From an optimization exercise on the open Yosys and OpenROAD flow, aimed at small area, a short achievable clock period and few clock cycles per item; shortcuts taken in it are not production practice.
In this exercise RTL edits were held to simulation tests only and were not proved equivalent to the original.
The clock input has no modelled driver; a real chip could not lean on it and would need a root buffer or a full tree.
Power and IR drop assume default switching activity.

== main ==
Design fc_layer, start of the top module:
module fc_layer #(
    parameter IN_SIZE = 75,
    parameter OUT_SIZE = 10,
    parameter DATA_WIDTH = 16
)(
    input  wire clk,
    input  wire reset_n,
    input  wire start_fc,
    input  wire data_valid,
    input  wire signed [DATA_WIDTH-1:0] map_in_serial,
    input  wire signed [DATA_WIDTH-1:0] weight_serial,
    input  wire signed [DATA_WIDTH-1:0] bias_serial,
    output reg finish_fc,
    output reg signed [DATA_WIDTH-1:0] predict_out,
    output reg predict_out_valid
);
export LEC_CHECK = 0
export CAP_MARGIN = 20
export CORE_MARGIN = 2
export CORE_UTILIZATION = 65
export CTS_CLUSTER_DIAMETER = 100
export CTS_CLUSTER_SIZE = 30
export PLACE_DENSITY = 0.75
export SLEW_MARGIN = 20
export SYNTH_MEMORY_MAX_BITS = 16384
create_clock -name core_clock -period 15.0 [get_ports {clk}]
standard.sh (not shown) runs the stock make flow with config.mk's settings and CLKGATE_MAP_FILE= SYNTH_SCRIPT=/design/flow/synth_recipe.tcl, a recipe that flattens the netlist after the stock synthesis.
==> flow/flow/run.sh <==
#!/bin/bash
# Standard ORFS layout (the standard.sh, unchanged synthesis and steps).
# Differences: the resizer's repair_timing is asked for a setup margin, so it
# works on paths well below the 15 ns period; ABC maps for a shorter period;
# ports get buf_1 buffers (the resizer upsizes them where timing needs it);
# CTS inserts no dummy loads. The SDC (period, I/O delays, loads) is not changed.
set -euo pipefail
bash standard.sh SETUP_SLACK_MARGIN=10.8 ABC_CLOCK_PERIOD_IN_PS=3800 \
  "BUFFER_PORTS_ARGS=-buffer_cell sky130_fd_sc_hd__buf_1" \
  "CTS_ARGS=-sink_clustering_enable -repair_clock_nets -sink_clustering_size 30 -sink_clustering_max_diameter 100 -dont_use_dummy_load" \
  finish > standard_flow.log 2>&1
main did not stop at any stage, and its layout met the timing, design-rule and antenna checks.
Testbench counts of main, summed over its fixed seeds: cycles 53,568, images 64.
Modified inputs, the feature branch compared to main
Settings: CORE_UTILIZATION now 50, was 65; CTS_CLUSTER_SIZE now 25, was 30; CTS_CLUSTER_DIAMETER now 60, was 100; PLACE_DENSITY now 0.6, was 0.75.
==> flow/flow/run.sh <==
#!/bin/bash
# Standard ORFS layout (the standard.sh, unchanged synthesis and steps).
# Only difference: the resizer's repair_timing is asked for a setup margin,
# so it works on paths well below the 15 ns period, and ABC maps for a
# shorter period. The SDC (period, I/O delays, loads) is not changed.
set -euo pipefail
bash standard.sh SETUP_SLACK_MARGIN=11.0 ABC_CLOCK_PERIOD_IN_PS=3800 finish > standard_flow.log 2>&1
Results
The feature branch vs main: buffering overhead up in the feature branch
[the feature branch] sum of routed wire length over all layers rose 2800 um relative to main
Measured against each other, main and the feature branch differ in global-route usage, the higher figure coming from main.

========
Starting RTL as in the previous note.
==> flow/design.v (excerpt) <==
module fc_layer #(
    parameter IN_SIZE = 75,
    parameter OUT_SIZE = 10,
    parameter DATA_WIDTH = 16
)(
    input  wire clk,
    input  wire reset_n,
    input  wire start_fc,
    input  wire data_valid,
    input  wire signed [DATA_WIDTH-1:0] map_in_serial,
    input  wire signed [DATA_WIDTH-1:0] weight_serial,
    input  wire signed [DATA_WIDTH-1:0] bias_serial,
    output reg finish_fc,
    output reg signed [DATA_WIDTH-1:0] predict_out,
    output reg predict_out_valid
);
export LEC_CHECK = 0
export CAP_MARGIN = 20
export CORE_MARGIN = 2
export CORE_UTILIZATION = 50
export CTS_CLUSTER_DIAMETER = 100
export CTS_CLUSTER_SIZE = 30
export PLACE_DENSITY = 0.6
export SLEW_MARGIN = 20
export SYNTH_MEMORY_MAX_BITS = 16384
create_clock -name core_clock -period 15.0 [get_ports {clk}]
==> flow/flow/run.sh <==
#!/bin/bash
# Standard ORFS layout (the standard.sh, unchanged synthesis and steps).
# Differences: the resizer's repair_timing is asked for a setup margin, so it
# works on paths well below the 15 ns period; ABC maps for a shorter period;
# ports get buf_1 buffers (the resizer upsizes them where timing needs it);
# CTS inserts no dummy loads. The SDC (period, I/O delays, loads) is not changed.
set -euo pipefail
bash standard.sh SETUP_SLACK_MARGIN=10.8 ABC_CLOCK_PERIOD_IN_PS=3800 \
  "BUFFER_PORTS_ARGS=-buffer_cell sky130_fd_sc_hd__buf_1" \
  "CTS_ARGS=-sink_clustering_enable -repair_clock_nets -sink_clustering_size 30 -sink_clustering_max_diameter 100 -dont_use_dummy_load" \
  finish > standard_flow.log 2>&1
The baseline passed the timing, design-rule and antenna checks.
Testbench counts at the start, summed over its fixed seeds: cycles 53,568, images 64.
Then changed:
==> flow/flow/run.sh (replaced) <==
#!/bin/bash
# Standard ORFS layout (the standard.sh, unchanged synthesis and steps).
# Only difference: the resizer's repair_timing is asked for a setup margin,
# so it works on paths well below the 15 ns period, and ABC maps for a
# shorter period. The SDC (period, I/O delays, loads) is not changed.
set -euo pipefail
bash standard.sh SETUP_SLACK_MARGIN=11.0 ABC_CLOCK_PERIOD_IN_PS=3800 finish > standard_flow.log 2>&1
Outcome: The new run completed with no timing, DRC or antenna violations. First-iteration DRC count fell by 6.8%. Synthesized area does not change. Final cell count rises by 1.2%. Design area increases by 1.5%. Die area stays the same. Routed wire length came out higher by 0.75%. Hold slack gets worse by 0.016 ns. Clock skew stays flat.
Then changed:
CTS_CLUSTER_DIAMETER = not set   (was 100)
CTS_CLUSTER_SIZE = not set   (was 30)
- routed wire length came out higher by 4.0%
- worst setup slack improves by 0.0047 ns
- non-clock buffer count is unchanged
- core utilization came out higher by 2.8 points
- clock skew came out lower by 0.022 ns
- critical path depth does not change
- flip-flop and latch count stays the same
- via count came out higher by 3.3%
Then changed:
==> flow/flow/run.sh (replaced) <==
#!/bin/bash
# Standard ORFS layout (the standard.sh, unchanged synthesis and steps).
# Differences: the resizer's repair_timing is asked for a setup margin, so it
# works on paths well below the 15 ns period; ABC maps for a shorter period;
# ports get buf_1 buffers (the resizer upsizes them where timing needs it).
# The SDC (period, I/O delays, loads) is not changed.
set -euo pipefail
bash standard.sh SETUP_SLACK_MARGIN=10.8 ABC_CLOCK_PERIOD_IN_PS=3800 \
  "BUFFER_PORTS_ARGS=-buffer_cell sky130_fd_sc_hd__buf_1" finish > standard_flow.log 2>&1
CTS_CLUSTER_DIAMETER = 100   (was not set)
CTS_CLUSTER_SIZE = 30   (was not set)
Final area decreases by about 6%. Hold slack gets better by 0.027 ns. Combinational power is lower by about 10%. Register-to-register slack got worse by 0.14 ns. Global-route usage falls by 0.98 points. Power went down by about 20%. Non-clock buffer count came out lower by 18. Via count goes down by about 3.6%. Core utilization fell by 3.4 points. Routed wire length shrinks by about 4.3%.

========
Setup of job 4309:
fc_layer, a different RTL version from the one above (not shown whole).
Size: ~2500 cells after synthesis, about 70 I/O pins, roughly 52000 µm² of cells after synthesis.
clock: 15.0 ns
lec_check: 0
cap_margin: 20
core_margin: 2
core_utilization: 70.0
cts_cluster_diameter: 100
cts_cluster_size: 30
place_density: 0.8
slew_margin: 20
synth_memory_max_bits: 16384
==> flow/flow/run.sh <==
#!/bin/bash
# Standard ORFS layout (the standard.sh: ORFS synthesis and steps).
# Differences:
# - synthesis skips Yosys's early "abc -fast" (SYNTH_ARGS=-noabc), so the
#   full adders written out in the RTL are extracted without inverters
#   between them; registers (names and cells) are the same as the standard
#   synthesis, and ORFS's own ABC mapping still runs;
# - the resizer's repair_timing is asked for a setup margin, so it works on
#   paths well below the 15 ns period; ABC maps for a shorter period;
# - ports get buf_1 buffers (the resizer upsizes them where timing needs it);
# - CTS inserts no dummy loads.
# The SDC (period, I/O delays, loads) is not changed.
set -euo pipefail
bash standard.sh SYNTH_ARGS=-noabc SETUP_SLACK_MARGIN=10.8 ABC_CLOCK_PERIOD_IN_PS=3800 \
  "BUFFER_PORTS_ARGS=-buffer_cell sky130_fd_sc_hd__buf_1" \
  "CTS_ARGS=-sink_clustering_enable -repair_clock_nets -sink_clustering_size 30 -sink_clustering_max_diameter 100 -dont_use_dummy_load" \
  finish > standard_flow.log 2>&1
Testbench counts of job 4309, summed over its fixed seeds: cycles 53,568, images 64.
#### Input delta (job 9429 over job 4309)
Settings: a change of CORE_UTILIZATION from 70.0 to 60.0; a change of PLACE_DENSITY from 0.8 to 0.7.
==> run notes <==
- The design area was comparable across job 4309 and job 9429.
- Job 9429 has completed all stages; timing, DRC and antenna checks passed.
- Total power: job 9429 below job 4309
- Of the two values seen for highest-utilization routing layer at the global route stage, met1 was produced by job 9429 and met2 by job 4309.
- Count of inserted tapcells, job 4309 and job 9429, higher one = job 9429.
- Per the comparison of job 9429 with job 4309, global-route wire length before repair decreased by 10% relative to the old numbers; number of remaining DRC errors essentially unchanged; fraction of area in multi-input gates was more or less identical.
The following lists how job 7354 was set up differently from job 9429:
Settings: changing CORE_UTILIZATION from 60.0 to 65; changing PLACE_DENSITY from 0.7 to 0.75.
-- flow/flow/run.sh --
<<< job 9429, line 12
# The SDC (period, I/O delays, loads) is not changed.
set -euo pipefail
bash standard.sh SYNTH_ARGS=-noabc SETUP_SLACK_MARGIN=10.8 ABC_CLOCK_PERIOD_IN_PS=3800 \
  "BUFFER_PORTS_ARGS=-buffer_cell sky130_fd_sc_hd__buf_1" \
  "CTS_ARGS=-sink_clustering_enable -repair_clock_nets -sink_clustering_size 30 -sink_clustering_max_diameter 100 -dont_use_dummy_load" \
>>> job 7354, line 12
# The SDC (period, I/O delays, loads) is not changed.
set -euo pipefail
bash standard.sh SYNTH_ARGS=-noabc SETUP_SLACK_MARGIN=10.95 ABC_CLOCK_PERIOD_IN_PS=3800 \
  "BUFFER_PORTS_ARGS=-buffer_cell sky130_fd_sc_hd__buf_1" \
  "CTS_ARGS=-sink_clustering_enable -repair_clock_nets -sink_clustering_size 30 -sink_clustering_max_diameter 100 -dont_use_dummy_load" \
==> comparison <==
Comparing job 9429 and job 7354, the lower die boundary height was measured on job 7354. Looking at global-route usage across job 9429 and job 7354, the one that comes out lower is job 9429. For the slack of the worst reg-to-reg path, job 7354 came in 0.14 ns higher than job 9429 did.
## Diff of input files: job 4864 against job 7354
==> flow/flow/run.sh <==
#!/bin/bash
# Standard ORFS layout (the standard.sh: ORFS synthesis and steps).
# Differences:
# - synthesis skips Yosys's early "abc -fast" (SYNTH_ARGS=-noabc), so the
#   full adders written out in the RTL are extracted without inverters
#   between them; registers (names and cells) are the same as the standard
#   synthesis, and ORFS's own ABC mapping still runs;
# - the resizer's repair_timing is asked for a setup margin, so it works on
#   paths well below the 15 ns period; ABC maps for a shorter period;
# - ports get buf_1 buffers (the resizer upsizes them where timing needs it);
# - CTS inserts no dummy loads;
set -euo pipefail
VARS=(SYNTH_ARGS=-noabc SETUP_SLACK_MARGIN=10.95 ABC_CLOCK_PERIOD_IN_PS=3800
  "BUFFER_PORTS_ARGS=-buffer_cell sky130_fd_sc_hd__buf_1"
  "CTS_ARGS=-sink_clustering_enable -repair_clock_nets -sink_clustering_size 30 -sink_clustering_max_diameter 100 -dont_use_dummy_load")
bash standard.sh "${VARS[@]}" cts > standard_flow_cts.log 2>&1
ODB=orfs/results/sky130hd/fc_layer/base/4_cts.odb CLK_PORT=clk \
  openroad -no_init -exit flow/noroot.tcl > noroot.log 2>&1
bash standard.sh "${VARS[@]}" finish > standard_flow_finish.log 2>&1
==> flow/flow/noroot.tcl (new file) <==
read_db $::env(ODB)
set block [ord::get_db_block]
set clkport [$block findBTerm $::env(CLK_PORT)]
set clknet [$clkport getNet]
set its [$clknet getITerms]
puts "noroot: clock port net [$clknet getName] has [llength $its] cell pins"
if {[llength $its] != 1} { puts "noroot: unexpected, leaving the tree as it is"; exit 0 }
set rootA [lindex $its 0]
set root [$rootA getInst]
set master [[$root getMaster] getName]
if {![string match "sky130_fd_sc_hd__clkbuf_*" $master]} { puts "noroot: root is $master, leaving"; exit 0 }
set rootX [$root findITerm X]
set net0 [$rootX getNet]
set sinks {}
foreach it [$net0 getITerms] {
  if {[$it getInst] ne $root} { lappend sinks $it }
}
puts "noroot: root [$root getName] ($master) drives [llength $sinks] pins"
if {[llength $sinks] > 4 || [llength [$net0 getBTerms]] > 0} { puts "noroot: too many, leaving"; exit 0 }
foreach it $sinks {
  set m [[[$it getInst] getMaster] getName]
  if {![string match "sky130_fd_sc_hd__clkbuf_*" $m]} { puts "noroot: sink is $m, leaving"; exit 0 }
}
foreach it $sinks {
  $it disconnect
  $it connect $clknet
}
$rootA disconnect
$rootX disconnect
odb::dbInst_destroy $root
odb::dbNet_destroy $net0
puts "noroot: clock port now drives [llength [$clknet getITerms]] pins"
write_db $::env(ODB)
--- outcome ---
- Compared with job 7354, in job 4864 hold slack flat; area added between synthesis and finish flat; via count flat; area of all placed cells without fillers flat.
- Relative to job 7354, the routed metal-1 wirelength measured on job 4864 has increased slightly.
- Job 4864 vs. job 7354: flip-flop and latch area roughly the same; proportion of power drawn by the clock network saw a decrease; minimum period implied by the final worst setup slack decreased 0.18 ns; actual slew at the worst max-slew pin now larger; maximum frequency grew by 11 MHz.
- ~same global-route wire length before repair in job 7354 and job 4864
diff inputs: job 4864 => job 147
==> flow/flow/run.sh <==
#!/bin/bash
# Standard ORFS layout (the standard.sh: ORFS synthesis and steps).
# Differences:
# - synthesis skips Yosys's early "abc -fast" (SYNTH_ARGS=-noabc), so the
#   full adders written out in the RTL are extracted without inverters
#   between them; registers (names and cells) are the same as the standard
#   synthesis, and ORFS's own ABC mapping still runs;
# - the resizer's repair_timing is asked for a setup margin, so it works on
#   paths well below the 15 ns period; ABC maps for a shorter period;
# - ports get buf_1 buffers (the resizer upsizes them where timing needs it);
# - CTS inserts no dummy loads.
# The SDC (period, I/O delays, loads) is not changed.
set -euo pipefail
bash standard.sh SYNTH_ARGS=-noabc SETUP_SLACK_MARGIN=10.8 ABC_CLOCK_PERIOD_IN_PS=3800 \
  "BUFFER_PORTS_ARGS=-buffer_cell sky130_fd_sc_hd__buf_1" \
  "CTS_ARGS=-sink_clustering_enable -repair_clock_nets -sink_clustering_size 30 -sink_clustering_max_diameter 100 -dont_use_dummy_load" \
  finish > standard_flow.log 2>&1
removed: flow/flow/noroot.tcl
## What came out
- Job 4864: all stages complete, timing, DRC and antenna checks passed
- Job 147 ran to completion and came out clean on the timing, design-rule and antenna checks.
- The overall power of the completed layout in job 147 sits 0.31% above the value recorded for job 4864.
- Cmp job 4864 and job 147 / part of the total power dissipated in sequential elements / lower: job 147
- Comparing job 4864 and job 147, the lower power per unit of standard cell area is on job 4864.
- From job 4864 to job 147 the numbers moved as follows: data arrival time of the worst path saw an increase; sequential share of layout area saw an increase.
- Final critical-path share of the clock period (job 147 over job 4864): increase, 1.2 points
- Final non-filler cell area: job 4864 vs job 147 — no meaningful difference
- Looking at number of diodes, job 147 sits 1 above job 4864.
- Of job 147 and job 4864, it is job 147 that has the lower area overhead of the layout relative to synthesis.

what the ideal ports hide:
Ports are ideal in the flow. The routed layouts listed here were re-timed in OpenROAD.
Step 1 (the two cells are an assumption about what drives the block):
set clk [get_ports {clk}]
set_driving_cell -lib_cell sky130_fd_sc_hd__clkbuf_16 $clk
set_driving_cell -lib_cell sky130_fd_sc_hd__buf_2 [delete_from_list [all_inputs] $clk]
Step 2 also shifts input and output timing later by t, the mid clock arrival at the registers, as if the neighbouring blocks saw the same clock.
a / b / c = ideal / step 1 / step 2; a / b = the first two.
run | t (ns) | slack for setup (ns) | hold WS [ns] | worst slew at a driven data input, ns | cell pins on the clock port's net
main | 0.695 | 10.861 / 10.797 / 10.306 | 0.376 / 0.376 / 0.376 | 0.15 | 1
the feature branch | 0.758 | 10.798 / 10.732 / 10.683 | 0.375 / 0.375 / 0.375 | 0.15 | 1
the first run of note 2 | 0.726 | 10.823 / 10.756 / 10.254 | 0.380 / 0.380 / 0.380 | 0.16 | 1
the second run of note 2 | 0.765 | 10.756 / 10.688 / 10.673 | 0.364 / 0.364 / 0.364 | 0.17 | 1
the third run of note 2 | 0.803 | 10.761 / 10.692 / 10.658 | 0.364 / 0.364 / 0.364 | 0.16 | 1
the fourth run of note 2 | 0.748 | 10.795 / 10.726 / 10.258 | 0.391 / 0.391 / 0.391 | 0.17 | 1
job 4309 | 0.682 | 10.835 / 10.774 / 10.375 | 0.366 / 0.366 / 0.366 | 0.03 | 1
job 9429 | 0.682 | 10.860 / 10.797 / 10.296 | 0.365 / 0.365 / 0.365 | 0.04 | 1
job 7354 | 0.679 | 10.872 / 10.803 / 10.578 | 0.345 / 0.345 / 0.345 | 0.03 | 1
job 4864 | 0.540 | 11.056 / 10.941 / 10.660 | 0.345 / 0.345 / 0.345 | 0.03 | 4
job 147 | 0.676 | 10.871 / 10.805 / 10.564 | 0.345 / 0.345 / 0.345 | 0.04 | 1
After both steps every run listed still meets setup and hold. The setup slack of the first run of note 2, which loses most, moves by -0.067 ns with the drivers and by -0.569 ns with both steps.
